Context: an optimization exercise on an open-source flow, tuned for small area, a short achievable clock period and few clock cycles. The choices shown serve that exercise and are no tape-out recipe.
The RTL was checked by simulation tests, not by an equivalence proof against the original design.
Power figures rest on the tool's default switching activity, not on a simulated workload.

## design/flow/flow/run.sh

```bash
#!/bin/bash
set -euo pipefail
W=$(pwd)
cp config.mk config_own.mk
echo "export SETUP_SLACK_MARGIN = 7.5" >> config_own.mk
sed "s#DESIGN_CONFIG=[^ ]*#DESIGN_CONFIG=$W/config_own.mk#" standard.sh > standard_own.sh
grep -q "config_own.mk" standard_own.sh
bash standard_own.sh synth > synth.log 2>&1
bash standard_own.sh > layout.log 2>&1
```

## design/flow/standard.sh

```bash
#!/bin/bash
# synth_recipe.tcl (not shown) runs the flow's synth.tcl, then flattens the netlist and writes it again
# the make line also repeats each setting of config.mk as NAME=value (left out here)
make -C /OpenROAD-flow-scripts/flow DESIGN_CONFIG=/design/flow/config.mk WORK_HOME=/design/flow/orfs CLKGATE_MAP_FILE= SYNTH_SCRIPT=/design/flow/synth_recipe.tcl "${@:-finish}"
```

## design/flow/config.mk

```make
export PLATFORM = sky130hd
export DESIGN_NAME = kianv_core
export DESIGN_NICKNAME = kianv_core
export VERILOG_FILES = /design/flow/design.v
export SDC_FILE = /design/flow/constraint.sdc
export NUM_CORES = 4
export LEC_CHECK = 0
export CAP_MARGIN = 20
export CELL_PAD_IN_SITES_DETAIL_PLACEMENT = 1
export CELL_PAD_IN_SITES_GLOBAL_PLACEMENT = 2
export CORE_MARGIN = 2
export CORE_UTILIZATION = 40
export CTS_CLUSTER_DIAMETER = 100
export CTS_CLUSTER_SIZE = 20
export PLACE_DENSITY = 0.55
export SLEW_MARGIN = 20
```

## design/flow/constraint.sdc

```tcl
create_clock -name core_clock -period 12.0 [get_ports {clk}]
set_input_delay 2.4000 -clock core_clock [delete_from_list [all_inputs] [get_ports {clk}]]
set_output_delay 2.4000 -clock core_clock [all_outputs]
set_load 0.01 [all_outputs]
```

## design/flow/design.v

```verilog
module kianv_core (
    input  wire        clk,
    input  wire        resetn,
    output wire        mem_valid,
    input  wire        mem_ready,
    output wire [ 3:0] mem_wstrb,
    output wire [31:0] mem_addr,
    output wire [31:0] mem_wdata,
    input  wire [31:0] mem_rdata
);
  reg s_d, s_e, s_fw, s_fwd, s_fwm, s_mq;
  reg        bv;   
  reg [31:2] ma;   
  reg [ 3:0] ws;   
  reg [ 1:0] a_lo;   
  reg [31:2] ir;   
  reg [31:2] pc;   
  reg [31:2] tgt;   
  reg        alt;   
  reg        cin;   
  reg r_add, r_sll, r_slt, r_sltu, r_xor, r_sr, r_or, r_and;   
  reg r_imm, r_tgt, r_link;   
  reg c_wr;   
  reg c_br, c_jal, c_jalr, c_mem, c_store, c_ld;
  reg br_eq, br_lt, br_ltu, br_inv;   
  reg [4:0] rd;
  reg [2:0] f3;
  reg [31:0] ra;   
  reg [31:0] obx;   
  reg [31:0] rb;   
  reg  [31:0] x       [1:31];
  wire        rf_we;
  wire [31:0] rf_wd;
  genvar gi;
  generate
    for (gi = 1; gi < 32; gi = gi + 1) begin : g_rf
      always @(posedge clk) if (rf_we && rd == gi) x[gi] <= rf_wd;
    end
  endgenerate
  wire [ 4:0] rs1 = ir[19:15];
  wire [ 4:0] rs2 = ir[24:20];
  wire [31:0] rs1v = (rs1 == 5'd0) ? 32'd0 : x[rs1];
  wire [31:0] rs2v = (rs2 == 5'd0) ? 32'd0 : x[rs2];
  wire [31:0] i = {ir, 2'b11};
  wire [ 4:0] opc = i[6:2];
  wire d_lui = opc == 5'b01101;
  wire d_auipc = opc == 5'b00101;
  wire d_jal = opc == 5'b11011;
  wire d_jalr = opc == 5'b11001;
  wire d_br = opc == 5'b11000;
  wire d_load = opc == 5'b00000;
  wire d_store = opc == 5'b01000;
  wire d_opimm = opc == 5'b00100;
  wire d_op = opc == 5'b01100;
  wire d_alu = d_op | d_opimm;
  wire [2:0] d_f3 = i[14:12];
  wire d_rdnz = i[11:7] != 5'd0;
  wire d_sll = d_alu & (d_f3 == 3'b001);
  wire d_sub = d_br | (d_alu & (d_f3 == 3'b010 || d_f3 == 3'b011)) | (d_op & i[30] & d_f3 == 3'b000);
  wire [31:0] d_imm = d_lui ? {i[31:12], 12'd0} :
                      d_store ? {{21{i[31]}}, i[30:25], i[11:7]} : {{21{i[31]}}, i[30:20]};
  wire [31:2] d_pimm = d_jal ? {{12{i[31]}}, i[19:12], i[20], i[30:22]} :
                       d_br ? {{20{i[31]}}, i[7], i[30:25], i[11:9]} : {i[31:12], 10'd0};
  wire [31:2] d_tgt = pc + d_pimm;
  wire [31:0] d_ob = (d_op | d_br) ? rs2v : d_imm;
  reg  [31:0] rs1v_rev;
  integer k;
  always @(*) for (k = 0; k < 32; k = k + 1) rs1v_rev[k] = rs1v[31-k];
  always @(posedge clk) begin
    if (s_d) begin
      ra      <= d_sll ? rs1v_rev : rs1v;
      obx     <= d_sub ? ~d_ob : d_ob;
      rb      <= ~d_store ? rs2v : d_f3[1] ? rs2v : d_f3[0] ? {2{rs2v[15:0]}} : {4{rs2v[7:0]}};
      tgt     <= d_tgt;
      alt     <= i[30];
      cin     <= d_sub;
      r_add   <= d_alu & (d_f3 == 3'b000);
      r_sll   <= d_sll;
      r_slt   <= d_alu & (d_f3 == 3'b010);
      r_sltu  <= d_alu & (d_f3 == 3'b011);
      r_xor   <= d_alu & (d_f3 == 3'b100);
      r_sr    <= d_alu & (d_f3 == 3'b101);
      r_or    <= d_alu & (d_f3 == 3'b110);
      r_and   <= d_alu & (d_f3 == 3'b111);
      r_imm   <= d_lui;
      r_tgt   <= d_auipc;
      r_link  <= d_jal | d_jalr;
      c_wr    <= d_rdnz & (d_alu | d_lui | d_auipc | d_jal | d_jalr);
      c_br    <= d_br;
      c_jal   <= d_jal;
      c_jalr  <= d_jalr;
      c_mem   <= d_load | d_store;
      c_store <= d_store;
      c_ld    <= d_rdnz & d_load;
      br_eq   <= ~d_f3[2];
      br_lt   <= d_f3[2] & ~d_f3[1];
      br_ltu  <= d_f3[2] & d_f3[1];
      br_inv  <= d_f3[0];
      rd      <= i[11:7];
      f3      <= d_f3;
    end
  end
  wire [32:0] sum = {1'b0, ra} + {1'b0, obx} + {32'd0, cin};
  wire ltu = ~sum[32];
  wire lt = (ra[31] ^ ~obx[31]) ? ra[31] : sum[31];
  wire eq = ra == rb;
  wire [63:0] sh_ext = {{32{alt & r_sr & ra[31]}}, ra};
  wire [63:0] sh_out = sh_ext >> obx[4:0];
  wire [31:0] sr = sh_out[31:0];
  reg  [31:0] sr_rev;
  always @(*) for (k = 0; k < 32; k = k + 1) sr_rev[k] = sr[31-k];
  wire [31:2] pc4 = pc + 30'd1;
  wire [31:0] result = ({32{r_add}} & sum[31:0]) |
                       ({32{r_sll}} & sr_rev) |
                       {31'd0, (r_slt & lt) | (r_sltu & ltu)} |
                       ({32{r_xor}} & (ra ^ obx)) |
                       ({32{r_sr}} & sr) |
                       ({32{r_or}} & (ra | obx)) |
                       ({32{r_and}} & (ra & obx)) |
                       ({32{r_imm}} & obx) |
                       ({32{r_tgt}} & {tgt, 2'b00}) |
                       ({32{r_link}} & {pc4, 2'b00});
  wire cond = ((br_eq & eq) | (br_lt & lt) | (br_ltu & ltu)) ^ br_inv;
  wire taken = c_br & cond;
  wire [3:0] strb = f3[1] ? 4'b1111 : f3[0] ? (sum[1] ? 4'b1100 : 4'b0011) : (4'b0001 << sum[1:0]);
  wire [15:0] ld_h = a_lo[1] ? mem_rdata[31:16] : mem_rdata[15:0];
  wire [ 7:0] ld_b = a_lo[0] ? ld_h[15:8] : ld_h[7:0];
  wire [31:0] ld_val = f3[1] ? mem_rdata :
                       f3[0] ? {{16{~f3[2] & ld_h[15]}}, ld_h} :
                               {{24{~f3[2] & ld_b[7]}}, ld_b};
  assign rf_we = (s_e & c_wr) | (s_mq & mem_ready & c_ld);
  assign rf_wd = s_mq ? ld_val : result;
  wire jmp_rdata = mem_rdata[6:4] == 3'b110 && mem_rdata[2];
  wire jmp_ir = ir[6:4] == 3'b110 && ir[2];
  wire e_seq = ~c_jal & ~c_jalr & ~c_mem & ~taken;
  wire to_d_resp = mem_ready & (s_fw | (s_e & e_seq));
  wire to_d_ir = mem_ready & s_mq;
  wire to_mq = mem_ready & ((s_e & c_mem) | s_fwm);
  wire to_tgt = mem_ready & ((s_e & taken) | s_fwd);
  reg [31:2] ma_n;
  reg        bv_n;
  always @(*) begin
    ma_n = ma;
    bv_n = bv;
    if (s_d & d_jal) begin
      ma_n = d_tgt;
      bv_n = 1'b1;
    end else if ((s_e & c_jalr) | to_mq) begin
      ma_n = sum[31:2];
      bv_n = 1'b1;
    end else if (mem_ready & s_mq) begin
      ma_n = pc4;
      bv_n = ~jmp_ir;
    end else if (mem_ready & s_fwd) begin
      ma_n = tgt;
      bv_n = 1'b1;
    end else if (mem_ready & (s_fw | s_e)) begin
      ma_n = ma + 30'd1;
      bv_n = ~jmp_rdata;
    end
  end
  wire br_redirect = s_e & mem_ready & taken;
  always @(posedge clk) begin
    if (!resetn) begin
      s_d   <= 1'b0;
      s_e   <= 1'b0;
      s_fw  <= 1'b1;
      s_fwd <= 1'b0;
      s_fwm <= 1'b0;
      s_mq  <= 1'b0;
      bv    <= 1'b1;
      ma    <= 30'd0;
      ws    <= 4'd0;
    end else begin
      s_d   <= to_d_resp | to_d_ir;
      s_e   <= s_d;
      s_fw  <= (s_fw & ~mem_ready) | (s_e & (c_jal | c_jalr | (e_seq & ~mem_ready))) | to_tgt;
      s_fwd <= (s_fwd & ~mem_ready) | (s_e & taken & ~mem_ready);
      s_fwm <= (s_fwm & ~mem_ready) | (s_e & c_mem & ~mem_ready);
      s_mq  <= (s_mq & ~mem_ready) | to_mq;
      ma    <= br_redirect ? tgt : ma_n;
      bv    <= br_redirect | bv_n;
      if (to_mq & c_store) ws <= strb;
      else if (mem_ready) ws <= 4'd0;
    end
  end
  always @(posedge clk) begin
    if (mem_ready & ~s_mq) begin
      ir <= mem_rdata[31:2];
      pc <= ma;
    end
    if (to_mq) a_lo <= sum[1:0];
  end
  assign mem_valid = bv;
  assign mem_addr  = {ma, 2'b00};
  assign mem_wstrb = ws;
  assign mem_wdata = rb;
endmodule
```

==> results of run 1 <==
registers in the layout (all words and copies together), names as in the netlist, 2 cells and up, named ones only:
signal / flops
obx: 32
f3: 3
ir: 30
rb: 32
ws: 4
ra: 32
pc: 30
rd: 5
x: 992
tgt: 30
a_lo: 2
ma: 30
Yosys cell counts (12+ instances only):
library cell | count | area (um2)
edfxtp_1 | 1211 | 36400
a22oi_1 | 369 | 2770
a21oi_1 | 353 | 1770
a221oi_1 | 313 | 2740
nand2_1 | 299 | 1120
clkbuf_1 | 291 | 1090
a22o_1 | 269 | 2360
nor2_1 | 207 | 777
nand4_1 | 167 | 1040
o21ai_0 | 130 | 651
nand3_1 | 123 | 616
xnor2_1 | 115 | 1010
nor3_1 | 105 | 526
ha_1 | 95 | 1190
inv_1 | 89 | 334
a222oi_1 | 71 | 711
a21o_1 | 57 | 428
xor2_1 | 54 | 473
mux2_2 | 53 | 597
buf_2 | 46 | 230
a211oi_1 | 41 | 308
dfxtp_1 | 41 | 821
o211ai_1 | 38 | 285
buf_1 | 31 | 116
mux2i_1 | 31 | 310
mux4_2 | 28 | 631
a31oi_1 | 26 | 163
and3_1 | 25 | 156
or3_1 | 25 | 156
o21a_1 | 23 | 173
nand2b_1 | 21 | 131
and2_1 | 18 | 113
nor2b_1 | 16 | 100
o2111ai_1 | 16 | 140
a221o_1 | 15 | 150
and4_1 | 14 | 123
o22ai_1 | 13 | 81.3
nor4_1 | 12 | 75.1
worst max-delay path, cell delays in order, from the launching register on:
cell and delay (ns):
edfxtp_1 0.33, buf_4 0.46, nand3b_1 0.43, nor2_4 0.63, buf_4 0.70, a22o_1 0.25
a221oi_1 0.06, nand4_1 0.18, nor3_1 0.13, a21oi_1 0.95, mux2_2 0.38
cells in the final DEF (no fill, tap or decap), types with 17 or more instances in the layout:
master           synthesis  final
edfxtp_1              1211   1211
a22oi_1                369    360
a221oi_1               313    305
a21oi_1                353    303
nand2_1                299    296
a22o_1                 269    269
buf_4                    4    262
nand4_1                167    167
nand3_1                123    121
o21ai_0                130    119
xnor2_1                115    113
nor2_1                 207    106
clkdlybuf4s50_1          0     99
nor2_4                   0     95
inv_1                   89     87
ha_1                    95     83
clkbuf_16                0     80
nor3_1                 105     72
a222oi_1                71     71
a21o_1                  57     57
mux2_2                  53     53
xor2_1                  54     52
a21oi_2                  1     39
dfxtp_1                 41     39
o211ai_1                38     38
a211oi_1                41     37
mux2i_1                 31     30
nor3_2                   1     28
mux4_2                  28     28
buf_6                    0     24
o21a_1                  23     23
and3_1                  25     22
or3_1                   25     18
and2_1                  18     17
worst paths after layout:
path / start / to / slack (ns) / cells past startpoint
setup / recovery: ir[15]$_DFFE_PP_ / ra[3]$_DFFE_PP_ / 7.34 / 10
hold reg to reg: c_jal$_DFFE_PP_ / s_d$_SDFF_PN0_ / 0.49 / 1
setup reg to reg: ir[15]$_DFFE_PP_ / ra[3]$_DFFE_PP_ / 7.34 / 10
hold / removal: c_jal$_DFFE_PP_ / s_d$_SDFF_PN0_ / 0.49 / 1
final cells by class:
cell class	instances	share of cell area
Sequential cell	1252	0.524
Multi-Input combinational cell	3265	0.349
Timing Repair Buffer	418	0.0552
Tap cell	2044	0.0360
Clock buffer	82	0.0271
Inverter	95	0.00575
Clock inverter	15	0.00273
Antenna cell	13	0.000458
Timing Repair inverter	1	0.0000705
routing by layer:
layer / wire (um) / up-vias / GRT usage
li1: - / 20615 / -
met1: 127000 / 28016 / 0.538
met2: 156000 / 4802 / 0.668
met3: 43900 / 1354 / 0.127
met4: 34600 / 12 / 0.338
met5: 239 / - / 0
metrics by stage:
stage / hold WS [ns] / area, um2
2_1_floorplan: 0.424 / 62000
4_1_cts: 0.467 / 69900
3_5_place_dp: 0.444 / 66400
6_report: 0.493 / 71000
3_3_place_gp: 0.443 / 66400
5_1_grt: 0.513 / 70900
where the power goes:
group | switching [mW] | internal (mW)
clock | 1.58 | 1.17
combinational | 1.08 | 0.429
sequential | 0.0999 | 4.92
kinds of logic (layout without fill, tap and decap cells):
family          Yosys count  count (layout)  share of synthesized area
buf+inv                 468             611                     0.0296
simple gates           1072            1074                     0.0848
other cells               1              15                  0.0000606
flops                  1252            1252                      0.601
xor+xnor                169             169                     0.0239
fa+ha+maj                99              99                     0.0205
compound gates         1804            1809                      0.215
mux                     112             112                     0.0249
timing repair:
item | CTS | global route
pin swaps | 36 | 53
gates resized for setup | 128 | 130
endpoints found under the setup margin | 1639 | 631
setup buffers | 71 | 33
cloned | 13 | 7
==> qor.yml, run 1 <==
finish:
  fin_util: 0.461
  fin_cells: 7185
  register_area_um2: 37200
  area_delta_synth_final_pct: 14.7
  fillerInstances: 15671
  multi_input_area_um2: 24700
  final_net_count: 5242
  drive_gt1_frac: 0.156
min_path:
  hold_path.class: "register to register"
job:
  maxCapViolations: 0
clock_tree:
  root_buffer: "clkbuf_16"
  h-tree-depth: 3
  cts.reportedPaths.clkPinSlew_ns: 0.10
  cts_buffers: 75
  clock_latency_ns: 0.75
  postCtsHoldBufs: 0
  clock-sinks: 1252
  cts_tree: "yes"
  cts_buffer_depth: 3
detailed_routing:
  drc: 0
  drt_iter0_drc: 9796
  wirelength_mm: 362
  ant_nets: 0
  via_per_inst: 7.63
  via_count: 54799
  wire_per_inst_um: 50.4
  firstDrtPassIters: 7
placement:
  preCtsSetupSlack_ns: 5.84
  place_congestion: 0.990
  dp_hpwl_mm: 228
  dp_cells: 6949
  numPortBuffers: 101
pwr:
  total_power_mw: 9.29
  p_leak_nw: 22.7
  peakVddDrop_uv: 141
  powerDensity_nw_per_um2: 131
status:
  status: "timing/DRC/antenna clean"
synthesis:
  synth_async_sr_flop_share: 0
  synth.distinct_cells: 78
  synthCells: 4977
  yosysSeqAreaShare: 0.601
  synth-seq-cells: 1252
  syn_area_um2: 61900
  synth_edf_count: 1211
  synth.avg_cell_area_um2: 12.4
  yosys_warnings: 34
  ys.flop_type: "edfxtp_1"
global_routing:
  grt_pass1_vias: 52200
  antenna_found_initial: 23
  grt_max_degree: 73
  grt.total_usage: 0.443
  grt_pass1_wl_mm: 473
  grt.overflow.total: 0
sta:
  setup_ws_ns: 7.34
  setup_violations: 0
  maxSlewHeadroom: 0.0507
  rsz0062_at_grt: "yes"
  fin_setup_tns_ns: 0
  drv_slew: 0
  fin_skew_ns: 0.0358
  final.min_clock_period_ns: 4.66
  worstMarginPinSlew_ns: 1.41
  fmax_ghz: 0.214
  finalCritPeriodShare: 0.389
  finalHoldViolations: 0
worst_setup_path:
  worstSetupPathType: "register to register"
  start_kind: "register"
  critical_path.max_fanout: 42
  critPathRequiredTime_ns: 12.59
  end_kind: "register"
  arrival_ns: 5.26
floorplanning:
  die_w_um: 397
  fp.coreArea_um2: 154000
  die_h_um: 397
  rows: 144
  dieArea_um2: 158000
  initial_utilization: 0.402
  boundaryPins: 104
Testbench counts, summed over its fixed seeds: cycles 83,311.
==> run 2, diff against run 1 <==
--- a/design/flow/design.v
+++ b/design/flow/design.v
@@ -10,3 +10,3 @@
 );
-  reg s_d, s_e, s_fw, s_fwd, s_fwm, s_mq;
+  reg s_d, s_e, s_fw, s_fwd, s_fwn, s_fwm, s_mq;
   reg        bv;   
@@ -23,3 +23,3 @@
   reg c_wr;   
-  reg c_br, c_jal, c_jalr, c_mem, c_store, c_ld;
+  reg c_br, c_bwd, c_jal, c_jalr, c_mem, c_store, c_ld;
   reg br_eq, br_lt, br_ltu, br_inv;   
@@ -58,2 +58,3 @@
   wire d_sll = d_alu & (d_f3 == 3'b001);
+  wire d_bwd = d_br & i[31];
   wire d_sub = d_br | (d_alu & (d_f3 == 3'b010 || d_f3 == 3'b011)) | (d_op & i[30] & d_f3 == 3'b000);
@@ -74,26 +75,5 @@
       tgt     <= d_tgt;
-      alt     <= i[30];
       cin     <= d_sub;
-      r_add   <= d_alu & (d_f3 == 3'b000);
-      r_sll   <= d_sll;
-      r_slt   <= d_alu & (d_f3 == 3'b010);
-      r_sltu  <= d_alu & (d_f3 == 3'b011);
-      r_xor   <= d_alu & (d_f3 == 3'b100);
-      r_sr    <= d_alu & (d_f3 == 3'b101);
-      r_or    <= d_alu & (d_f3 == 3'b110);
-      r_and   <= d_alu & (d_f3 == 3'b111);
-      r_imm   <= d_lui;
-      r_tgt   <= d_auipc;
-      r_link  <= d_jal | d_jalr;
-      c_wr    <= d_rdnz & (d_alu | d_lui | d_auipc | d_jal | d_jalr);
-      c_br    <= d_br;
-      c_jal   <= d_jal;
-      c_jalr  <= d_jalr;
-      c_mem   <= d_load | d_store;
       c_store <= d_store;
       c_ld    <= d_rdnz & d_load;
-      br_eq   <= ~d_f3[2];
-      br_lt   <= d_f3[2] & ~d_f3[1];
-      br_ltu  <= d_f3[2] & d_f3[1];
-      br_inv  <= d_f3[0];
       rd      <= i[11:7];
@@ -101,2 +81,26 @@
     end
+  end
+  always @(posedge clk) begin
+    alt    <= i[30];
+    r_add  <= d_alu & (d_f3 == 3'b000);
+    r_sll  <= d_sll;
+    r_slt  <= d_alu & (d_f3 == 3'b010);
+    r_sltu <= d_alu & (d_f3 == 3'b011);
+    r_xor  <= d_alu & (d_f3 == 3'b100);
+    r_sr   <= d_alu & (d_f3 == 3'b101);
+    r_or   <= d_alu & (d_f3 == 3'b110);
+    r_and  <= d_alu & (d_f3 == 3'b111);
+    r_imm  <= d_lui;
+    r_tgt  <= d_auipc;
+    r_link <= d_jal | d_jalr;
+    c_wr   <= d_rdnz & (d_alu | d_lui | d_auipc | d_jal | d_jalr);
+    c_br   <= d_br;
+    c_bwd  <= d_bwd;
+    c_jal  <= d_jal;
+    c_jalr <= d_jalr;
+    c_mem  <= d_load | d_store;
+    br_eq  <= ~d_f3[2];
+    br_lt  <= d_f3[2] & ~d_f3[1];
+    br_ltu <= d_f3[2] & d_f3[1];
+    br_inv <= d_f3[0];
   end
@@ -123,3 +127,4 @@
   wire cond = ((br_eq & eq) | (br_lt & lt) | (br_ltu & ltu)) ^ br_inv;
-  wire taken = c_br & cond;
+  wire ftaken = c_br & ~c_bwd & cond;   
+  wire bnt = c_br & c_bwd & ~cond;   
   wire [3:0] strb = f3[1] ? 4'b1111 : f3[0] ? (sum[1] ? 4'b1100 : 4'b0011) : (4'b0001 << sum[1:0]);
@@ -132,5 +137,5 @@
   assign rf_wd = s_mq ? ld_val : result;
-  wire jmp_rdata = mem_rdata[6:4] == 3'b110 && mem_rdata[2];
-  wire jmp_ir = ir[6:4] == 3'b110 && ir[2];
-  wire e_seq = ~c_jal & ~c_jalr & ~c_mem & ~taken;
+  wire jmp_rdata = mem_rdata[6:4] == 3'b110 && (mem_rdata[2] || (mem_rdata[3] == 1'b0 && mem_rdata[31]));
+  wire jmp_ir = ir[6:4] == 3'b110 && (ir[2] || (ir[3] == 1'b0 && ir[31]));
+  wire e_seq = ~c_jal & ~c_jalr & ~c_mem & ~(c_br & c_bwd) & ~ftaken;
   wire to_d_resp = mem_ready & (s_fw | (s_e & e_seq));
@@ -138,3 +143,3 @@
   wire to_mq = mem_ready & ((s_e & c_mem) | s_fwm);
-  wire to_tgt = mem_ready & ((s_e & taken) | s_fwd);
+  wire to_tgt = mem_ready & ((s_e & ftaken) | s_fwd);
   reg [31:2] ma_n;
@@ -144,3 +149,3 @@
     bv_n = bv;
-    if (s_d & d_jal) begin
+    if (s_d & (d_jal | d_bwd)) begin
       ma_n = d_tgt;
@@ -156,2 +161,5 @@
       bv_n = 1'b1;
+    end else if (mem_ready & s_fwn) begin
+      ma_n = pc4;
+      bv_n = 1'b1;
     end else if (mem_ready & (s_fw | s_e)) begin
@@ -161,3 +169,3 @@
   end
-  wire br_redirect = s_e & mem_ready & taken;
+  wire br_redirect = s_e & mem_ready & ftaken;
   always @(posedge clk) begin
@@ -168,2 +176,3 @@
       s_fwd <= 1'b0;
+      s_fwn <= 1'b0;
       s_fwm <= 1'b0;
@@ -176,4 +185,6 @@
       s_e   <= s_d;
-      s_fw  <= (s_fw & ~mem_ready) | (s_e & (c_jal | c_jalr | (e_seq & ~mem_ready))) | to_tgt;
-      s_fwd <= (s_fwd & ~mem_ready) | (s_e & taken & ~mem_ready);
+      s_fw  <= (s_fw & ~mem_ready) | (s_e & (c_jal | c_jalr | (c_br & c_bwd & cond) | (e_seq & ~mem_ready))) |
+               to_tgt | (s_fwn & mem_ready);
+      s_fwd <= (s_fwd & ~mem_ready) | (s_e & ftaken & ~mem_ready);
+      s_fwn <= (s_fwn & ~mem_ready) | (s_e & bnt);
       s_fwm <= (s_fwm & ~mem_ready) | (s_e & c_mem & ~mem_ready);
--- a/design/flow/flow/run.sh
+++ b/design/flow/flow/run.sh
@@ -4,3 +4,6 @@
 cp config.mk config_own.mk
-echo "export SETUP_SLACK_MARGIN = 7.5" >> config_own.mk
+cat >> config_own.mk <<'EOC'
+export SETUP_SLACK_MARGIN = 7.5
+export BUFFER_PORTS_ARGS = -buffer_cell sky130_fd_sc_hd__buf_2
+EOC
 sed "s#DESIGN_CONFIG=[^ ]*#DESIGN_CONFIG=$W/config_own.mk#" standard.sh > standard_own.sh
--- a/design/flow/config.mk
+++ b/design/flow/config.mk
@@ -11,6 +11,6 @@
 export CORE_MARGIN = 2
-export CORE_UTILIZATION = 40
+export CORE_UTILIZATION = 50
 export CTS_CLUSTER_DIAMETER = 100
 export CTS_CLUSTER_SIZE = 20
-export PLACE_DENSITY = 0.55
+export PLACE_DENSITY = 0.62
 export SLEW_MARGIN = 20
==> run 2 against run 1 <==
- register-to-register slack lost 0.14 ns
- global-route usage grew 6.8 points
- synthesized cell count grew 0.20%
- sequential power shrank 1%
- final area shrank 2.7%
- critical path type unchanged
- worst setup slack lost 0.14 ns
- largest power group unchanged
- clock skew grew 0.0014 ns
- wire length shrank 8.5%
- sequential share of layout area grew 1.2 points
- total power shrank 3.8%
- final cell count shrank 6.1%
- via count grew 1.6%
==> qor.yml, run 2 <==
global_routing:
  grt_pass1_wl_mm: 443  # -6.2%
  grt.overflow.total: 0  # unchanged
  grt.total_usage: 0.512  # +0.0685
  antenna_found_initial: 18  # -22%
  grt_max_degree: 57  # -22%
  grt_pass1_vias: 53562  # +2.6%
job:
  maxCapViolations: 0  # unchanged
worst_setup_path:
  reg2regPathDepth: 11  # +1
  end_kind: "register"
  worstSetupPathType: "register to register"
  critPathRequiredTime_ns: 12.47  # -0.12 ns
  r2r_slack_ns: 7.20  # -0.14 ns
  arrival_ns: 5.27  # about the same
  timing.rr.start: "ir[20]$_DFFE_PP_"
  critical_path.max_fanout: 44  # +4.8%
  start_kind: "register"
  reg2reg_to: "obx[7]$_DFFE_PP_"
finish:
  largest_reg_flops: 992  # unchanged
  fin_cells: 6750  # -6.1%
  regMostFlops: "x"
  final_common_cell: "edfxtp_1"
  fin_util: 0.565  # +0.104
  final_net_count: 5218  # -0.46%
  area_delta_synth_final_pct: 11.9
  mostFrequentLayoutCells: "edfxtp_1 (1191), a22oi_1 (367), a221oi_1 (309), nand2_1 (280), a22o_1 (258)"
  drive_gt1_frac: 0.162  # +0.00544
  postLayoutCellArea_um2: 69100  # -2.7%
clock_tree:
  cts_buffer_depth: 3  # unchanged
  cts_tree: "yes"
  clock_latency_ns: 0.73  # -0.02 ns
  cts.reportedPaths.clkPinSlew_ns: 0.10  # about the same
  h-tree-depth: 3  # unchanged
  cts_buffers: 74  # -1.3%
  clock-sinks: 1255  # +0.24%
  postCtsHoldBufs: 0  # unchanged
  root_buffer: "clkbuf_16"
sta:
  final.min_clock_period_ns: 4.80  # +0.136 ns
  setup_ws_ns: 7.20  # -0.136 ns
  drv_slew: 0  # unchanged
  maxSlewHeadroom: 0.159  # +0.109
  rsz0062_at_grt: "yes"
  finalHoldViolations: 0  # unchanged
  finalCritPeriodShare: 0.400  # +0.0113
  holdWs_ns: 0.462  # -0.0315 ns
  fin_skew_ns: 0.0372  # +0.00142 ns
  setup_violations: 0  # unchanged
  fmax_ghz: 0.208  # -2.8%
  worstMarginPinSlew_ns: 1.26  # -0.151 ns
  fin_setup_tns_ns: 0  # unchanged
pwr:
  total_power_mw: 8.93  # -3.8%
  power.switching_mw: 2.54  # -8.1%
  p_comb_frac: 0.142  # -0.021
  powerDensity_nw_per_um2: 129  # -1.2%
  peakVddDrop_uv: 197  # +39%
  sequentialPowerShare: 0.554  # +0.014
  p_leak_nw: 23.0  # +1.4%
  clkPwrFrac: 0.304  # +0.007
  p_int_mw: 6.39  # -2.0%
  switching_share: 0.285  # -0.0131
synthesis:
  yosysMostFrequentCell: "edfxtp_1"
  synth-seq-cells: 1255  # +0.24%
  synth.distinct_cells: 82  # +5.1%
  synth_top_family_by_area: "compound AO/OA/AOI/OAI gates"
  synthTopCellsByArea: "edfxtp_1 (58%), a22oi_1 (4.5%), a221oi_1 (4.4%), a22o_1 (3.7%), a21oi_1 (2.3%)"
  synth_compound_area_frac: 0.213  # -0.00218
  synth.avg_cell_area_um2: 12.4  # -0.47%
  yosys.area_share.simple: 0.0862  # +0.00136
  yosys_warnings: 34  # unchanged
  synth_async_sr_flop_share: 0  # unchanged
  synth_top_area_cell: "edfxtp_1"
  synth_edf_count: 1191  # -1.7%
  synthAdderAreaFrac: 0.0206  # +0.0000553
  synth_xor_area_frac: 0.0243  # +0.000348
  ys.flop_type: "edfxtp_1"
  syn_area_um2: 61700  # -0.27%
  synthMuxAreaShare: 0.0262  # +0.00134
  synth.top_cells.by_count: "edfxtp_1 (1191), a22oi_1 (374), a221oi_1 (311)"
  yosysSeqAreaShare: 0.600  # -0.000650
  synthDominantCellAreaShare: 0.580  # -0.00815
  synthCells: 4987  # +0.20%
placement:
  dp_hpwl_mm: 199  # -13%
  dp_cells: 6522  # -6.1%
  placed_area_um2: 65000  # -2.1%
  preCtsSetupSlack_ns: 6.24  # +0.393 ns
  numPortBuffers: 101  # unchanged
  place_congestion: 1.03  # +3.6%
floorplanning:
  fp.coreArea_um2: 122000  # -21%
  rows: 128  # -11%
  dieArea_um2: 126000  # -20%
  die_w_um: 355  # -11%
  boundaryPins: 104  # unchanged
  initial_utilization: 0.505  # +0.103
  die_h_um: 355  # -11%
detailed_routing:
  drc: 0  # unchanged
  via_per_inst: 8.25  # +8.2%
  drt_iter0_drc: 11889  # +21%
  wirelength_mm: 331  # -8.5%
  firstDrtPassIters: 10  # +3
  ant_nets: 0  # unchanged
  wire_per_inst_um: 49.0  # -2.6%
  via_count: 55685  # +1.6%
status:
  status: "timing/DRC/antenna clean"
min_path:
  hold_path.class: "register to register"
  holdPathEnd: "ws[2]$_SDFFE_PN0P_"
  hp-start: "ws[2]$_SDFFE_PN0P_"
  min_path_cells: 2  # +1
## run 2: worst max-delay path by stage
stage / from / to / slack [ns] / cells past startpoint
floorplan: mem_ready / x[11][0]$_DFFE_PP_ / 7.32 / 5
global placement: obx[4]$_DFFE_PP_ / ma[6]$_SDFFE_PN0P_ / 6.37 / 20
detailed placement: obx[4]$_DFFE_PP_ / ma[6]$_SDFFE_PN0P_ / 6.24 / 20
CTS: ra[3]$_DFFE_PP_ / ma[6]$_SDFFE_PN0P_ / 7.49 / 19
global route: obx[0]$_DFFE_PP_ / x[12][16]$_DFFE_PP_ / 7.31 / 12
finish: ir[20]$_DFFE_PP_ / obx[7]$_DFFE_PP_ / 7.20 / 11
## run 2: cell families after synthesis
logic type / count (synthesis)
and+or+nand+nor: 1109
AOI/OAI and AO/OA: 1761
buffers and inverters: 471
xor gates and xnor gates: 171
DFF: 1255
muxes: 120
adders and majority gates: 99
other: 1
## run 2: repair_timing
| item | in CTS | in global routing |
|---|---|---|
| gates cloned | 5 | 8 |
| endpoints found under the hold margin | 0 | 0 |
| gates resized for setup | 69 | 121 |
| setup buffers | 53 | 40 |
| pin swaps | 13 | 48 |
| endpoints found under the setup margin | 875 | 826 |
## run 2: final cells by class
class | count | area [um2]
tap | 1625 | 2030
antenna | 15 | 37.5
fill | 12065 | 53100
clock inverter | 12 | 178
inverter | 104 | 412
clock buffer | 90 | 1940
timing repair buffer | 386 | 3120
sequential | 1255 | 37100
multi-input combinational | 3263 | 24300
## run 2: layer usage
layer / track usage / wire length, um
met1: 0.605 / 108000
met2: 0.744 / 139000
met3: 0.195 / 49700
met4: 0.416 / 34600
met5: 0 / 236
## run 2: worst max-delay path, stage by stage, from the launching register on
cell and delay [ns]:
edfxtp_1 0.34, buf_4 0.44, nand3b_1 0.52, nor2_4 0.75, buf_4 0.66, a22o_1 0.23, a221oi_1 0.07, nand4_1 0.17
nor3_2 0.13, a21oi_1 0.61, a21oi_1 0.20, xnor2_1 0.39
## run 2: power groups by stage
stage	Sequential (mW)	Combinational (mW)	Clock (mW)
3_3_place_gp	5.05	1.07	0
6_report	4.95	1.27	2.72
3_5_place_dp	5.05	1.08	0
2_1_floorplan	5.00	0.563	0
5_1_grt	4.94	1.28	2.82
4_1_cts	4.94	1.14	2.69
Testbench counts of run 2, summed over its fixed seeds: cycles 82,429.
==> run 3, diff against run 2 <==
--- a/design/flow/design.v
+++ b/design/flow/design.v
@@ -30,5 +30,7 @@
   reg [31:0] rb;   
+  reg [31:0] wd;   
   reg  [31:0] x       [1:31];
-  wire        rf_we;
-  wire [31:0] rf_wd;
+  reg         wb_we;   
+  reg  [ 4:0] wb_rd;
+  reg  [31:0] wb;
   genvar gi;
@@ -36,3 +38,3 @@
     for (gi = 1; gi < 32; gi = gi + 1) begin : g_rf
-      always @(posedge clk) if (rf_we && rd == gi) x[gi] <= rf_wd;
+      always @(posedge clk) if (wb_we && wb_rd == gi) x[gi] <= wb;
     end
@@ -41,4 +43,4 @@
   wire [ 4:0] rs2 = ir[24:20];
-  wire [31:0] rs1v = (rs1 == 5'd0) ? 32'd0 : x[rs1];
-  wire [31:0] rs2v = (rs2 == 5'd0) ? 32'd0 : x[rs2];
+  wire [31:0] rs1v = (wb_we && wb_rd == rs1) ? wb : (rs1 == 5'd0) ? 32'd0 : x[rs1];
+  wire [31:0] rs2v = (wb_we && wb_rd == rs2) ? wb : (rs2 == 5'd0) ? 32'd0 : x[rs2];
   wire [31:0] i = {ir, 2'b11};
@@ -70,8 +72,12 @@
   always @(posedge clk) begin
+    ra  <= d_sll ? rs1v_rev : rs1v;
+    obx <= d_sub ? ~d_ob : d_ob;
+    cin <= d_sub;
+    tgt <= d_tgt;
+  end
+  wire [31:0] d_wd = ~d_store ? rs2v : d_f3[1] ? rs2v : d_f3[0] ? {2{rs2v[15:0]}} : {4{rs2v[7:0]}};
+  always @(posedge clk) wd <= s_d ? d_wd : c_store ? rb : 32'd0;
+  always @(posedge clk) begin
     if (s_d) begin
-      ra      <= d_sll ? rs1v_rev : rs1v;
-      obx     <= d_sub ? ~d_ob : d_ob;
-      rb      <= ~d_store ? rs2v : d_f3[1] ? rs2v : d_f3[0] ? {2{rs2v[15:0]}} : {4{rs2v[7:0]}};
-      tgt     <= d_tgt;
-      cin     <= d_sub;
+      rb      <= d_wd;
       c_store <= d_store;
@@ -106,6 +112,33 @@
   end
-  wire [32:0] sum = {1'b0, ra} + {1'b0, obx} + {32'd0, cin};
-  wire ltu = ~sum[32];
-  wire lt = (ra[31] ^ ~obx[31]) ? ra[31] : sum[31];
-  wire eq = ra == rb;
+  wire [31:0] sum = ra + obx + {31'd0, cin};
+  wire [31:0] cb = ~obx;
+  wire [31*6-1:0] lt_t, eq_t;
+  genvar gm, gn;
+  generate
+    for (gn = 0; gn < 31; gn = gn + 1) begin : g_cmp0
+      assign lt_t[gn] = ~ra[gn] & cb[gn];
+      assign eq_t[gn] = ~(ra[gn] ^ cb[gn]);
+    end
+    for (gm = 1; gm < 6; gm = gm + 1) begin : g_cmpl
+      for (gn = 0; gn < 31; gn = gn + 1) begin : g_cmpb
+        if ((gn % (1 << gm)) == 0 && gn + (1 << (gm - 1)) < 31) begin : g_pair
+          assign lt_t[31*gm+gn] = lt_t[31*(gm-1)+gn+(1<<(gm-1))] |
+                                  (eq_t[31*(gm-1)+gn+(1<<(gm-1))] & lt_t[31*(gm-1)+gn]);
+          assign eq_t[31*gm+gn] = eq_t[31*(gm-1)+gn+(1<<(gm-1))] & eq_t[31*(gm-1)+gn];
+        end else if ((gn % (1 << gm)) == 0) begin : g_pass
+          assign lt_t[31*gm+gn] = lt_t[31*(gm-1)+gn];
+          assign eq_t[31*gm+gn] = eq_t[31*(gm-1)+gn];
+        end else begin : g_unused
+          assign lt_t[31*gm+gn] = 1'b0;
+          assign eq_t[31*gm+gn] = 1'b0;
+        end
+      end
+    end
+  endgenerate
+  wire lt_lo = lt_t[31*5];   
+  wire eq_lo = eq_t[31*5];
+  wire eq_hi = ~(ra[31] ^ cb[31]);
+  wire ltu = (~ra[31] & cb[31]) | (eq_hi & lt_lo);
+  wire lt = (ra[31] & ~cb[31]) | (eq_hi & lt_lo);
+  wire eq = eq_hi & eq_lo;
   wire [63:0] sh_ext = {{32{alt & r_sr & ra[31]}}, ra};
@@ -135,4 +168,7 @@
                                {{24{~f3[2] & ld_b[7]}}, ld_b};
-  assign rf_we = (s_e & c_wr) | (s_mq & mem_ready & c_ld);
-  assign rf_wd = s_mq ? ld_val : result;
+  always @(posedge clk) begin
+    wb_we <= (s_e & c_wr) | (s_mq & mem_ready & c_ld);
+    wb_rd <= rd;
+    wb    <= s_mq ? ld_val : result;
+  end
   wire jmp_rdata = mem_rdata[6:4] == 3'b110 && (mem_rdata[2] || (mem_rdata[3] == 1'b0 && mem_rdata[31]));
@@ -207,3 +243,3 @@
   assign mem_wstrb = ws;
-  assign mem_wdata = rb;
+  assign mem_wdata = wd;
 endmodule
--- a/design/flow/flow/run.sh
+++ b/design/flow/flow/run.sh
@@ -5,3 +5,3 @@
 cat >> config_own.mk <<'EOC'
-export SETUP_SLACK_MARGIN = 7.5
+export SETUP_SLACK_MARGIN = 8.5
 export BUFFER_PORTS_ARGS = -buffer_cell sky130_fd_sc_hd__buf_2
==> run 3 against run 2 <==
- clock-buffer cell count grew 7
- critical path depth is 4 higher
- die area rose by 3.7%
- sequential power rose by 6.3%
- via count rose by 8.0%
- largest power group unchanged
==> qor.yml, run 3 <==
status:
  status: "timing/DRC/antenna clean"
synthesis:
  synth_edf_count: 1096  # -8.0%
  yosysSeqAreaShare: 0.586  # -0.0146
  synthTopCellsByArea: "edfxtp_1 (51%), a22oi_1 (9.8%), dfxtp_1 (7.2%), a21oi_1 (3.0%), nand2_1 (2.4%)"
  synth_async_sr_flop_share: 0  # unchanged
  synthDominantCellAreaShare: 0.514  # -0.0654
  syn_area_um2: 64000  # +3.7%
  synth_top_area_cell: "edfxtp_1"
  yosys_warnings: 34  # unchanged
  synthCells: 5481  # +9.9%
  synth-seq-cells: 1325  # +5.6%
  ys.flop_type: "edfxtp_1"
  synth.avg_cell_area_um2: 11.7  # -5.6%
  synth.distinct_cells: 94  # +15%
  yosysMostFrequentCell: "edfxtp_1"
  synth.top_cells.by_count: "edfxtp_1 (1096), a22oi_1 (833), nand2_1 (412)"
clock_tree:
  root_buffer: "clkbuf_16"
  cts.reportedPaths.clkPinSlew_ns: 0.09  # about the same
  clock_latency_ns: 0.76  # +0.03 ns
  cts_buffers: 78  # +5.4%
  cts_tree: "yes"
  h-tree-depth: 3  # unchanged
  clock-sinks: 1325  # +5.6%
  cts_buffer_depth: 3  # unchanged
sta:
  holdWs_ns: 0.347  # -0.115 ns
  setup_violations: 0  # unchanged
  maxSlewHeadroom: 0.0896  # -0.0696
  drv_slew: 0  # unchanged
  final.min_clock_period_ns: 3.78  # -1.02 ns
  setup_ws_ns: 8.22  # +1.02 ns
  fin_setup_tns_ns: 0  # unchanged
  finalHoldViolations: 0  # unchanged
  worstMarginPinSlew_ns: 1.36  # +0.0970 ns
  finalCritPeriodShare: 0.315  # -0.0847
  fin_skew_ns: 0.0610  # +0.0237 ns
  rsz0062_at_grt: "yes"
  fmax_ghz: 0.264  # +27%
detailed_routing:
  drt_iter0_drc: 13769  # +16%
  firstDrtPassIters: 13  # +3
  via_count: 60140  # +8.0%
  wire_per_inst_um: 47.5  # -3.2%
  ant_nets: 0  # unchanged
  via_per_inst: 8.13  # -1.4%
  wirelength_mm: 351  # +6.1%
  drc: 0  # unchanged
global_routing:
  grt_pass1_vias: 56673  # +5.8%
  grt_pass1_wl_mm: 468  # +5.7%
  grt.overflow.total: 0  # unchanged
  antenna_found_initial: 27  # +9
  grt.total_usage: 0.519  # +0.00725
  grt_max_degree: 77  # +35%
min_path:
  hold_path.class: "register to register"
  hp-start: "rd[4]$_DFFE_PP_"
  min_path_cells: 0  # -2
  holdPathEnd: "wb_rd[4]$_DFF_P_"
placement:
  preCtsSetupSlack_ns: 6.66  # +0.424 ns
  dp_cells: 7029  # +7.8%
  dp_hpwl_mm: 211  # +6.4%
  numPortBuffers: 101  # unchanged
  place_congestion: 1.05  # +2.7%
finish:
  mostFrequentLayoutCells: "edfxtp_1 (1096), a22oi_1 (833), nand2_1 (398), a21oi_1 (337), buf_4 (320)"
  drive_gt1_frac: 0.214  # +0.0519
  fin_cells: 7394  # +9.5%
  final_common_cell: "edfxtp_1"
  largest_reg_flops: 992  # unchanged
  regMostFlops: "x"
  area_delta_synth_final_pct: 17.3
  final_net_count: 5817  # +11%
  fillerInstances: 12594  # +4.4%
pwr:
  peakVddDrop_uv: 147  # -25%
  total_power_mw: 10.0  # +12%
  p_leak_nw: 26.0  # +13%
  powerDensity_nw_per_um2: 134  # +3.5%
floorplanning:
  boundaryPins: 104  # unchanged
  die_w_um: 362  # +1.8%
  dieArea_um2: 131000  # +3.7%
  rows: 131  # +2.3%
  fp.coreArea_um2: 127000  # +4.2%
  die_h_um: 362  # +1.8%
  initial_utilization: 0.503  # -0.00237
worst_setup_path:
  reg2regPathDepth: 15  # +4
  start_kind: "register"
  timing.rr.start: "ir[4]$_DFFE_PP_"
  worstSetupPathType: "register to register"
  end_kind: "register"
  r2r_slack_ns: 8.22  # +1.02 ns
  arrival_ns: 4.40  # -0.87 ns
  reg2reg_to: "ma[30]$_SDFFE_PN0P_"
  critical_path.max_fanout: 8  # -82%
  critPathRequiredTime_ns: 12.62  # +0.15 ns
job:
  maxCapViolations: 0  # unchanged
## run 3: cell types whose count changed after synthesis, moves of 74 or more
| cell | before | now |
|---|---|---|
| a21oi_1 | 282 | 382 |
| edfxtp_1 | 1191 | 1096 |
| buf_2 | 18 | 130 |
| and3_1 | 27 | 109 |
| dfxtp_1 | 64 | 229 |
| a221oi_1 | 311 | 45 |
| a22o_1 | 258 | 36 |
| clkbuf_1 | 310 | 228 |
| nand2_1 | 283 | 412 |
| nor2_1 | 279 | 205 |
| a22oi_1 | 374 | 833 |
## run 3: through the flow
step	cell area (um2)	utilization
final	75100	0.589
after global routing	75000	0.589
after CTS	73300	0.575
after detailed placement	67000	0.526
after global placement	67000	0.526
after floorplan	64100	-
## run 3: final cells by class
cell class | count | area [um2] | share of cell area
diodes | 19 | 47.5 | 0.000633
flip-flops and latches | 1325 | 37800 | 0.503
repair buffers | 538 | 5260 | 0.0700
clock inverters | 12 | 214 | 0.00285
clock buffers | 97 | 2030 | 0.0271
inverters | 120 | 490 | 0.00653
well taps | 1662 | 2080 | 0.0277
multi-input cells | 3621 | 27200 | 0.362
## run 3: report_power, final
group          internal [mW]  total, mW  switching [mW]
Sequential              5.08       5.26           0.186
Clock                   1.22       2.89            1.66
Combinational          0.632       1.90            1.26
Total                   6.93       10.0            3.11
## run 3: worst max-delay path by stage
| stage | startpoint | end | cells after the start |
|---|---|---|---|
| floorplan | mem_ready | ma[31]$_SDFFE_PN0P_ | 11 |
| global placement | mem_ready | ma[28]$_SDFFE_PN0P_ | 9 |
| detailed placement | mem_ready | ma[28]$_SDFFE_PN0P_ | 9 |
| CTS | wd[4]$_DFF_P_ | mem_wdata[4] | 1 |
| global route | ir[4]$_DFFE_PP_ | ma[26]$_SDFFE_PN0P_ | 17 |
| finish | ir[4]$_DFFE_PP_ | ma[30]$_SDFFE_PN0P_ | 15 |
## run 3: cells by family (layout without fill, tap and decap cells)
kind of cell,after synthesis,count (layout),synth area share
other,1,21,0.0000586
AOI/OAI and AO/OA,1878,1879,0.205
adders and majority gates,98,98,0.0195
and+or+nand+nor,1352,1353,0.106
buffers and inverters,538,767,0.0353
muxes,143,143,0.0280
xor gates and xnor gates,146,146,0.0200
DFF,1325,1325,0.586
## run 3: layer usage
| layer | track usage | vias up | share of wire |
|---|---|---|---|
| li1 | - | 22136 | - |
| met1 | 0.687 | 29673 | 0.35 |
| met2 | 0.669 | 6671 | 0.38 |
| met3 | 0.266 | 1631 | 0.19 |
| met4 | 0.307 | 29 | 0.074 |
| met5 | 0.0163 | - | 0.0015 |
## run 3: what timing repair did
item | in CTS | in global routing
buffers inserted | 169 | 58
endpoints found under the hold margin | 0 | 0
endpoints found under the setup margin | 280 | 224
cloned | 6 | 4
resized for setup | 631 | 256
pin swaps | 92 | 87
hold buffers | 0 | 0
## run 3: critical path: stages (launching register included)
cell and delay, ns:
edfxtp_1 0.45, nor3b_4 0.31, and3_4 0.30, nor2_4 0.06
buf_8 0.15, buf_6 0.14, a21o_1 0.18, ha_4 0.23
and4_1 0.19, a221o_2 0.43, o41ai_4 0.38, buf_4 0.20
o311ai_4 0.13, mux2i_1 0.16, o31ai_1 0.22, a31oi_1 0.11
Testbench counts of run 3, summed over its fixed seeds: cycles 82,429.
==> run 4, diff against run 3 <==
--- a/design/flow/design.v
+++ b/design/flow/design.v
@@ -30,3 +30,2 @@
   reg [31:0] rb;   
-  reg [31:0] wd;   
   reg  [31:0] x       [1:31];
@@ -77,7 +76,5 @@
   end
-  wire [31:0] d_wd = ~d_store ? rs2v : d_f3[1] ? rs2v : d_f3[0] ? {2{rs2v[15:0]}} : {4{rs2v[7:0]}};
-  always @(posedge clk) wd <= s_d ? d_wd : c_store ? rb : 32'd0;
   always @(posedge clk) begin
     if (s_d) begin
-      rb      <= d_wd;
+      rb      <= ~d_store ? rs2v : d_f3[1] ? rs2v : d_f3[0] ? {2{rs2v[15:0]}} : {4{rs2v[7:0]}};
       c_store <= d_store;
@@ -243,3 +240,3 @@
   assign mem_wstrb = ws;
-  assign mem_wdata = wd;
+  assign mem_wdata = rb;
 endmodule
==> run 4 against run 3 <==
- area after synthesis is 1.9% lower
- largest power group unchanged
- clock-buffer cell count grew 10
- still clean on timing, DRC and antenna
- maximum frequency shrank 9.5%
==> qor.yml, run 4 <==
pwr:
  peakVddDrop_uv: 155  # +5.2%
  powerDensity_nw_per_um2: 134  # +0.46%
  p_leak_nw: 25.1  # -3.5%
finish:
  largest_reg_flops: 992  # unchanged
  postLayoutCellArea_um2: 73900  # -1.6%
  multi_input_area_um2: 27100  # -0.31%
  fin_util: 0.591  # +0.00122
  regMostFlops: "x"
  drive_gt1_frac: 0.213  # about the same
  fillerInstances: 12362  # -1.8%
  final_common_cell: "edfxtp_1"
  area_delta_synth_final_pct: 17.7
  register_area_um2: 37000  # -1.9%
  fin_cells: 7279  # -1.6%
  mostFrequentLayoutCells: "edfxtp_1 (1096), a22oi_1 (821), nand2_1 (350), a21oi_1 (343), buf_4 (309)"
  final_net_count: 5689  # -2.2%
global_routing:
  grt_max_degree: 45  # -42%
  grt_pass1_vias: 56868  # +0.34%
  antenna_found_initial: 40  # +48%
  grt.overflow.total: 0  # unchanged
  grt_pass1_wl_mm: 481  # +2.7%
  grt.total_usage: 0.552  # +0.0331
detailed_routing:
  drc: 0  # unchanged
  via_count: 60243  # +0.17%
  met3_length_mm: 59.9  # -10%
  routed.top_layer: "met5"
  dr_wl_met2_mm: 149  # +11%
  via_per_inst: 8.28  # +1.8%
  firstDrtPassIters: 10  # -3
  wl_met1_mm: 112  # -9.4%
  drt_iter0_drc: 12651  # -8.1%
  wire_per_inst_um: 50.0  # +5.3%
  wirelength_mm: 364  # +3.7%
  ant_nets: 0  # unchanged
floorplanning:
  boundaryPins: 104  # unchanged
  die_w_um: 358  # -0.96%
  dieArea_um2: 128000  # -1.9%
  initial_utilization: 0.502  # -0.000797
  rows: 130  # -0.76%
  fp.coreArea_um2: 125000  # -1.8%
  die_h_um: 358  # -0.96%
placement:
  dp_cells: 6876  # -2.2%
  place_congestion: 1.03  # -1.8%
  dp_hpwl_mm: 211  # -0.12%
  preCtsSetupSlack_ns: 6.51  # -0.153 ns
  placed_area_um2: 65800  # -1.8%
  numPortBuffers: 101  # unchanged
synthesis:
  synth_top_area_cell: "edfxtp_1"
  synthTopCellsByArea: "edfxtp_1 (52%), a22oi_1 (9.8%), dfxtp_1 (6.3%), a21oi_1 (3.2%), nand2_1 (2.1%)"
  synthCells: 5352  # -2.4%
  synth_async_sr_flop_share: 0  # unchanged
  yosysSeqAreaShare: 0.587  # +0.00139
  yosysMostFrequentCell: "edfxtp_1"
  syn_area_um2: 62800  # -1.9%
  synth.top_cells.by_count: "edfxtp_1 (1096), a22oi_1 (821), a21oi_1 (399)"
  synthDominantCellAreaShare: 0.524  # +0.0102
  synth.avg_cell_area_um2: 11.7  # +0.42%
  yosys_warnings: 34  # unchanged
  synth.distinct_cells: 90  # -4.3%
  synth-seq-cells: 1293  # -2.4%
  ys.flop_type: "edfxtp_1"
  synth_edf_count: 1096  # unchanged
sta:
  setup_ws_ns: 7.82  # -0.397 ns
  maxSlewHeadroom: 0.0898  # +0.000172
  finalHoldViolations: 0  # unchanged
  fin_setup_tns_ns: 0  # unchanged
  setup_violations: 0  # unchanged
  final.min_clock_period_ns: 4.18  # +0.397 ns
  fmax_ghz: 0.239  # -9.5%
  fin_skew_ns: 0.0479  # -0.0131 ns
  drv_slew: 0  # unchanged
  finalCritPeriodShare: 0.348  # +0.0331
  rsz0062_at_grt: "yes"
  worstMarginPinSlew_ns: 1.37  # +0.0102 ns
worst_setup_path:
  arrival_ns: 4.74  # +0.34 ns
  end_kind: "register"
  slowest_delay_ns: 1.00  # +0.55 ns
  start_kind: "register"
  critical_path.max_fanout: 17  # +9
  crit_chain: "buf_4 > nand2b_4 > nor2_4 > buf_4 > buf_6 > a22oi_1 > and4_1 > nand4_1 > nor3_2 > nor3_2 > a21oi_2 > mux2i_1"
  worstSetupPathType: "register to register"
  critPathRequiredTime_ns: 12.56  # -0.06 ns
  slowest_stage: "a21oi_2"
clock_tree:
  h-tree-depth: 3  # unchanged
  root_buffer: "clkbuf_16"
  cts.reportedPaths.clkPinSlew_ns: 0.10  # about the same
  cts_buffer_depth: 3  # unchanged
  cts_tree: "yes"
  clock-sinks: 1293  # -2.4%
  clock_latency_ns: 0.77  # about the same
  cts_buffers: 76  # -2.6%
min_path:
  hold_path.class: "register to register"
job:
  maxCapViolations: 0  # unchanged
status:
  status: "timing/DRC/antenna clean"
==> run 4: cell types whose count changed after synthesis, sizes merged, moves of 12 or more <==
cell | before | now
nand2 | 414 | 359
a21oi | 384 | 399
a22oi | 833 | 821
dfxtp | 229 | 197
a22o | 36 | 16
o22ai | 32 | 19
o21ai | 179 | 157
nor2 | 206 | 240
nand4 | 154 | 174
clkbuf | 230 | 272
and3 | 109 | 81
xnor2 | 85 | 98
buf | 188 | 135
==> run 4: path summary, 6_finish.rpt <==
| path | to | start | cells after the start | slack [ns] |
|---|---|---|---|---|
| setup / recovery | ra[6]$_DFF_P_ | ir[18]$_DFFE_PP_ | 12 | 7.82 |
| hold / removal | wb_rd[2]$_DFF_P_ | rd[2]$_DFFE_PP_ | 0 | 0.35 |
| setup reg to reg | ra[6]$_DFF_P_ | ir[18]$_DFFE_PP_ | 12 | 7.82 |
| hold reg to reg | wb_rd[2]$_DFF_P_ | rd[2]$_DFFE_PP_ | 0 | 0.35 |
==> run 4: cells by family after synthesis <==
group                    count (synthesis)  share of synthesized area
buffers and inverters                  520                     0.0330
other                                    1                  0.0000597
AND/OR/NAND/NOR                       1318                      0.106
adder cells (fa/ha/maj)                 98                     0.0199
flip-flops                            1293                      0.587
XOR/XNOR                               148                     0.0206
multiplexers                           145                     0.0297
AO/OA/AOI/OAI                         1829                      0.203
==> run 4: power by group <==
part	switching, mW	internal, mW
sequential	0.186	4.96
combinational	1.31	0.636
clock	1.64	1.20
==> run 4: area by class of cell <==
type                       count  area share
sequential                  1293       0.501
multi-input combinational   3546       0.367
timing repair buffer         526      0.0666
tap                         1650      0.0279
clock buffer                 107      0.0273
inverter                     113     0.00618
clock inverter                13     0.00286
antenna                       31     0.00105
==> run 4: metrics by stage <==
| step | hold slack, ns | total power [mW] |
|---|---|---|
| 2_1_floorplan | 0.323 | 5.97 |
| 3_3_place_gp | 0.325 | 6.71 |
| 3_5_place_dp | 0.330 | 6.72 |
| 4_1_cts | 0.350 | 9.58 |
| 5_1_grt | 0.359 | 10.0 |
| 6_report | 0.349 | 9.93 |
==> run 4: layer usage <==
| metal | up-vias | track usage |
|---|---|---|
| met5 | - | 0.0126 |
| met4 | 40 | 0.508 |
| met3 | 2381 | 0.262 |
| met2 | 6766 | 0.770 |
| met1 | 29360 | 0.620 |
| li1 | 21696 | - |
==> run 4: critical path, delay by kind of cell, from the launching register on <==
kind / cells / cell delay [ns]
AO/OA/AOI/OAI: 2 / 1.22
AND/OR/NAND/NOR: 6 / 1.15
buffers and inverters: 3 / 0.82
flip-flops: 1 / 0.53
multiplexers: 1 / 0.18
==> run 4: timing repair <==
| item | CTS | global route |
|---|---|---|
| setup endpoints to repair | 279 | 211 |
| endpoints found under the hold margin | 0 | 0 |
| gates cloned | 8 | 6 |
| setup buffers | 165 | 72 |
| hold buffers | 0 | 0 |
| pin swaps | 92 | 98 |
| resized for setup | 540 | 264 |
Testbench counts of run 4, summed over its fixed seeds: cycles 82,429.

static timing again, ports no longer ideal:
No port has a modelled driver above. Below, the same layouts with a new extraction and two added sets of constraints. Step 1 assumes that a clkbuf_16 drives the clock port and a buf_2 every other input. Step 2 also shifts input and output timing later by t, the mid clock arrival at the registers, as if the neighbouring blocks saw the same clock. Three values: ideal ports, drivers, drivers and shift; two values: the first two.
run	shift t [ns]	setup slack, ns	slew at the worst register clock pin (ns)	cell pins on the clock port's net
run 1	0.812	7.337 / 7.337 / 6.711	0.10 / 0.10	1
run 2	0.792	7.201 / 7.201 / 6.701	0.10 / 0.10	1
run 3	0.824	8.218 / 8.194 / 7.694	0.10 / 0.10	1
run 4	0.828	7.821 / 7.821 / 7.562	0.10 / 0.10	1
After both steps setup and hold are still met in every run listed. For run 1, which loses most, drivers alone change the setup slack by 0.000 ns; drivers and shift together by -0.626 ns.
